What follows belongs to an exercise in optimizing a design on an open flow for small area and a short achievable clock period; a production flow would make more cautious choices.
RTL that was checked went through simulation tests only; none was proved equivalent to the original.

==> try-juniper: inputs <==
==> flow/design.v <==
module convolution(
input        clk,
input [71:0] pixel_data_in,
input        pixel_data_valid_in,
output reg [7:0] convolved_data_out,
output reg   convolved_data_valid_out
);
wire [7:0] p0 = pixel_data_in[7:0];
wire [7:0] p1 = pixel_data_in[15:8];
wire [7:0] p2 = pixel_data_in[23:16];
wire [7:0] p3 = pixel_data_in[31:24];
wire [7:0] p5 = pixel_data_in[47:40];
wire [7:0] p6 = pixel_data_in[55:48];
wire [7:0] p7 = pixel_data_in[63:56];
wire [7:0] p8 = pixel_data_in[71:64];
wire [10:0] sx = {3'b0,p0} + {3'b0,p6} + {2'b0,p3,1'b0} + {3'b0,~p2} + {3'b0,~p8} + {2'b0,~p5,1'b0} + 11'd4;
wire [10:0] sy = {3'b0,p0} + {3'b0,p2} + {2'b0,p1,1'b0} + {3'b0,~p6} + {3'b0,~p8} + {2'b0,~p7,1'b0} + 11'd4;
reg [10:0] gx, gy;
reg v1;
always @(posedge clk) begin
    gx <= {~sx[10], sx[9:0]};
    gy <= {~sy[10], sy[9:0]};
    v1 <= pixel_data_valid_in;
end
wire [10:0] ox_ = gx ^ {11{gx[10]}};
wire [10:0] oy_ = gy ^ {11{gy[10]}};
wire bigx = (|ox_[9:6]) | (gx[10] & &ox_[5:0]);
wire bigy = (|oy_[9:6]) | (gy[10] & &oy_[5:0]);
wire [5:0] ox = ox_[5:0];
wire [5:0] oy = oy_[5:0];
reg [6:0] tx;
always @(*) case ({gx[10], ox})
  7'd0: tx = 7'd64;
  7'd1: tx = 7'd64;
  7'd2: tx = 7'd64;
  7'd3: tx = 7'd64;
  7'd4: tx = 7'd64;
  7'd5: tx = 7'd64;
  7'd6: tx = 7'd63;
  7'd7: tx = 7'd63;
  7'd8: tx = 7'd63;
  7'd9: tx = 7'd63;
  7'd10: tx = 7'd63;
  7'd11: tx = 7'd63;
  7'd12: tx = 7'd63;
  7'd13: tx = 7'd62;
  7'd14: tx = 7'd62;
  7'd15: tx = 7'd62;
  7'd16: tx = 7'd62;
  7'd17: tx = 7'd61;
  7'd18: tx = 7'd61;
  7'd19: tx = 7'd61;
  7'd20: tx = 7'd61;
  7'd21: tx = 7'd60;
  7'd22: tx = 7'd60;
  7'd23: tx = 7'd59;
  7'd24: tx = 7'd59;
  7'd25: tx = 7'd59;
  7'd26: tx = 7'd58;
  7'd27: tx = 7'd58;
  7'd28: tx = 7'd57;
  7'd29: tx = 7'd57;
  7'd30: tx = 7'd56;
  7'd31: tx = 7'd56;
  7'd32: tx = 7'd55;
  7'd33: tx = 7'd54;
  7'd34: tx = 7'd54;
  7'd35: tx = 7'd53;
  7'd36: tx = 7'd53;
  7'd37: tx = 7'd52;
  7'd38: tx = 7'd51;
  7'd39: tx = 7'd50;
  7'd40: tx = 7'd49;
  7'd41: tx = 7'd49;
  7'd42: tx = 7'd48;
  7'd43: tx = 7'd47;
  7'd44: tx = 7'd46;
  7'd45: tx = 7'd45;
  7'd46: tx = 7'd44;
  7'd47: tx = 7'd43;
  7'd48: tx = 7'd42;
  7'd49: tx = 7'd40;
  7'd50: tx = 7'd39;
  7'd51: tx = 7'd38;
  7'd52: tx = 7'd37;
  7'd53: tx = 7'd35;
  7'd54: tx = 7'd33;
  7'd55: tx = 7'd32;
  7'd56: tx = 7'd30;
  7'd57: tx = 7'd28;
  7'd58: tx = 7'd26;
  7'd59: tx = 7'd23;
  7'd60: tx = 7'd21;
  7'd61: tx = 7'd17;
  7'd62: tx = 7'd13;
  7'd63: tx = 7'd6;
  7'd64: tx = 7'd64;
  7'd65: tx = 7'd64;
  7'd66: tx = 7'd64;
  7'd67: tx = 7'd64;
  7'd68: tx = 7'd64;
  7'd69: tx = 7'd63;
  7'd70: tx = 7'd63;
  7'd71: tx = 7'd63;
  7'd72: tx = 7'd63;
  7'd73: tx = 7'd63;
  7'd74: tx = 7'd63;
  7'd75: tx = 7'd63;
  7'd76: tx = 7'd62;
  7'd77: tx = 7'd62;
  7'd78: tx = 7'd62;
  7'd79: tx = 7'd62;
  7'd80: tx = 7'd61;
  7'd81: tx = 7'd61;
  7'd82: tx = 7'd61;
  7'd83: tx = 7'd61;
  7'd84: tx = 7'd60;
  7'd85: tx = 7'd60;
  7'd86: tx = 7'd59;
  7'd87: tx = 7'd59;
  7'd88: tx = 7'd59;
  7'd89: tx = 7'd58;
  7'd90: tx = 7'd58;
  7'd91: tx = 7'd57;
  7'd92: tx = 7'd57;
  7'd93: tx = 7'd56;
  7'd94: tx = 7'd56;
  7'd95: tx = 7'd55;
  7'd96: tx = 7'd54;
  7'd97: tx = 7'd54;
  7'd98: tx = 7'd53;
  7'd99: tx = 7'd53;
  7'd100: tx = 7'd52;
  7'd101: tx = 7'd51;
  7'd102: tx = 7'd50;
  7'd103: tx = 7'd49;
  7'd104: tx = 7'd49;
  7'd105: tx = 7'd48;
  7'd106: tx = 7'd47;
  7'd107: tx = 7'd46;
  7'd108: tx = 7'd45;
  7'd109: tx = 7'd44;
  7'd110: tx = 7'd43;
  7'd111: tx = 7'd42;
  7'd112: tx = 7'd40;
  7'd113: tx = 7'd39;
  7'd114: tx = 7'd38;
  7'd115: tx = 7'd37;
  7'd116: tx = 7'd35;
  7'd117: tx = 7'd33;
  7'd118: tx = 7'd32;
  7'd119: tx = 7'd30;
  7'd120: tx = 7'd28;
  7'd121: tx = 7'd26;
  7'd122: tx = 7'd23;
  7'd123: tx = 7'd21;
  7'd124: tx = 7'd17;
  7'd125: tx = 7'd13;
  7'd126: tx = 7'd6;
  7'd127: tx = 7'd127;
endcase
wire [6:0] ay = {1'b0, oy} + gy[10];
wire is_edge = bigx | bigy | (ay >= tx);
always @(posedge clk) begin
    convolved_data_out <= {8{is_edge}};
    convolved_data_valid_out <= v1;
end
endmodule
==> flow/flow/run.sh <==
#!/bin/bash
# Own flow: the standard synthesis, then its combinational logic re-mapped by ABC for area
# (registers, their names and cell types kept as the standard synthesis made them), then the
# standard ORFS layout of that netlist with buf_1 port buffers.
set -euo pipefail
W=$PWD
R=orfs/results/sky130hd/convolution/base
YOSYS=$FLOW_HOME/../tools/install/yosys/bin/yosys
[ -x "$YOSYS" ] || YOSYS=yosys
LIB=$FLOW_HOME/platforms/sky130hd/lib/sky130_fd_sc_hd__tt_025C_1v80.lib

bash standard.sh synth > std_synth.log 2>&1
cp $R/1_2_yosys.v std_netlist.v
DU=$(grep -o -- "-dont_use [^ ]*" orfs/logs/sky130hd/convolution/base/1_2_yosys.log | sort -u | tr '\n' ' ')
mv orfs orfs_std

cat > resynth.ys <<EOT
read_liberty -ignore_miss_func $LIB
blackbox sky130_fd_sc_hd__df* sky130_fd_sc_hd__conb_*
read_verilog std_netlist.v
hierarchy -top $FLOW_TOP
flatten
opt_clean -purge
opt -fast
abc -script $W/flow/resynth.abc -liberty $LIB $DU
opt_clean -purge
hilomap -singleton -hicell sky130_fd_sc_hd__conb_1 HI -locell sky130_fd_sc_hd__conb_1 LO
splitnets
opt_clean -purge
stat -liberty $LIB
write_verilog -noattr -noexpr -nohex -nodec resynth.v
EOT
$YOSYS -s resynth.ys > resynth.log 2>&1

bash standard.sh SYNTH_NETLIST_FILES=$W/resynth.v \
  BUFFER_PORTS_ARGS="-buffer_cell sky130_fd_sc_hd__buf_1" finish > flow_layout.log 2>&1
==> flow/flow/resynth.abc <==
strash
ifraig
scorr
dc2
dch -f
map -a
topo
strash
dch -f
map -a
topo
==> flow/standard.sh <==
#!/bin/bash
# synth_recipe.tcl (not shown) runs the flow's synth.tcl, then flattens the netlist and writes it again
# the make line also repeats each setting of config.mk as NAME=value (left out here)
make -C /OpenROAD-flow-scripts/flow DESIGN_CONFIG=/design/flow/config.mk WORK_HOME=/design/flow/orfs CLKGATE_MAP_FILE= SYNTH_SCRIPT=/design/flow/synth_recipe.tcl "${@:-finish}"
==> flow/config.mk <==
export PLATFORM = sky130hd
export DESIGN_NAME = convolution
export DESIGN_NICKNAME = convolution
export VERILOG_FILES = /design/flow/design.v
export SDC_FILE = /design/flow/constraint.sdc
export NUM_CORES = 4
export LEC_CHECK = 0
export CAP_MARGIN = 20
export CORE_MARGIN = 2
export CORE_UTILIZATION = 40
export SLEW_MARGIN = 20
==> flow/constraint.sdc <==
create_clock -name core_clock -period 5.5 [get_ports {clk}]
set_input_delay 1.1000 -clock core_clock [delete_from_list [all_inputs] [get_ports {clk}]]
set_output_delay 1.1000 -clock core_clock [all_outputs]
set_load 0.01 [all_outputs]
==> try-umber (differences from try-juniper) <==
==> flow/design.v (replaced) <==
module convolution(
input        clk,
input [71:0] pixel_data_in,
input        pixel_data_valid_in,
output reg [7:0] convolved_data_out,
output reg   convolved_data_valid_out
);
wire [7:0] p0 = pixel_data_in[7:0];
wire [7:0] p1 = pixel_data_in[15:8];
wire [7:0] p2 = pixel_data_in[23:16];
wire [7:0] p3 = pixel_data_in[31:24];
wire [7:0] p5 = pixel_data_in[47:40];
wire [7:0] p6 = pixel_data_in[55:48];
wire [7:0] p7 = pixel_data_in[63:56];
wire [7:0] p8 = pixel_data_in[71:64];
wire signed [10:0] a = $signed({3'b0, p0}) - $signed({3'b0, p8});
wire signed [10:0] b = $signed({3'b0, p6}) - $signed({3'b0, p2});
wire signed [10:0] c = $signed({3'b0, p3}) - $signed({3'b0, p5});
wire signed [10:0] d = $signed({3'b0, p1}) - $signed({3'b0, p7});
wire signed [10:0] gx = a + b + (c <<< 1);
wire signed [10:0] gy = a - b + (d <<< 1);
wire bigx = ~(&gx[10:6] | ~|gx[10:6]);
wire bigy = ~(&gy[10:6] | ~|gy[10:6]);
wire signed [6:0] sx = gx[6:0];
wire signed [6:0] sy = gy[6:0];
wire [12:0] qx = sx * sx;
wire [12:0] qy = sy * sy;
wire [13:0] q = qx + qy;
wire is_edge = bigx | bigy | (q > 14'd4000);
always @(posedge clk) begin
    convolved_data_out <= {8{is_edge}};
    convolved_data_valid_out <= pixel_data_valid_in;
end
endmodule
==> flow/run.sh (new file) <==
#!/bin/bash
# synth_recipe.tcl (not shown) runs the flow's synth.tcl, then flattens the netlist and writes it again
# the make line also repeats each setting of config.mk as NAME=value (left out here)
make -C /OpenROAD-flow-scripts/flow DESIGN_CONFIG=/design/flow/config.mk WORK_HOME=/design/flow/orfs CLKGATE_MAP_FILE= SYNTH_SCRIPT=/design/flow/synth_recipe.tcl finish
removed: flow/flow/run.sh
removed: flow/flow/resynth.abc
removed: flow/standard.sh
==> comparison <==
- try-umber produced a layout that fails on setup timing. try-juniper produced a clean layout.
- In try-umber the hold slack is higher than in try-juniper, by 1.0 ns.
- In try-umber the via count is larger than in try-juniper, by 16%.
- Between try-umber and try-juniper, the lower setup slack is in try-umber (gap 4.6 ns).
- Between try-juniper and try-umber, the lower global-route usage is in try-umber (gap 0.061 points).
- In synthesized cell count, try-juniper and try-umber do not differ.
The RTL of try-umber was laid out without a check of its function.

-- re-timing with driven ports --
The flow's constraints put no driver on any port. The routed layouts listed below were extracted and timed again, unchanged, in two steps.
Step 1 sets driving cells, clkbuf_16 on the clock port and buf_2 on the other inputs (assumed; they add their load-dependent delay and slew).
Step 2 moves the port delays by t, midway between the first and last clock arrival at a register: inputs arrive t later, outputs are due t later. That takes back most of the time a late clock gives input paths.
Slacks: ideal / step 1 / step 2; pairs: ideal / step 1.
run | shift t [ns] | setup WS [ns] | worst hold slack (ns) | clock arrival spread, ns | slew at the worst register clock pin (ns)
try-juniper | 0.288 | 1.475 / 1.473 / 1.185 | 0.336 / 0.336 / 0.336 | 0.001 / 0.001 | 0.08 / 0.08
try-umber | 0.245 | -3.138 / -3.144 / -3.389 | 1.354 / 1.352 / 1.597 | 0.002 / 0.002 | 0.03 / 0.03
The setup slack of try-juniper, which loses most, moves by -0.002 ns with the drivers and by -0.290 ns with both steps.
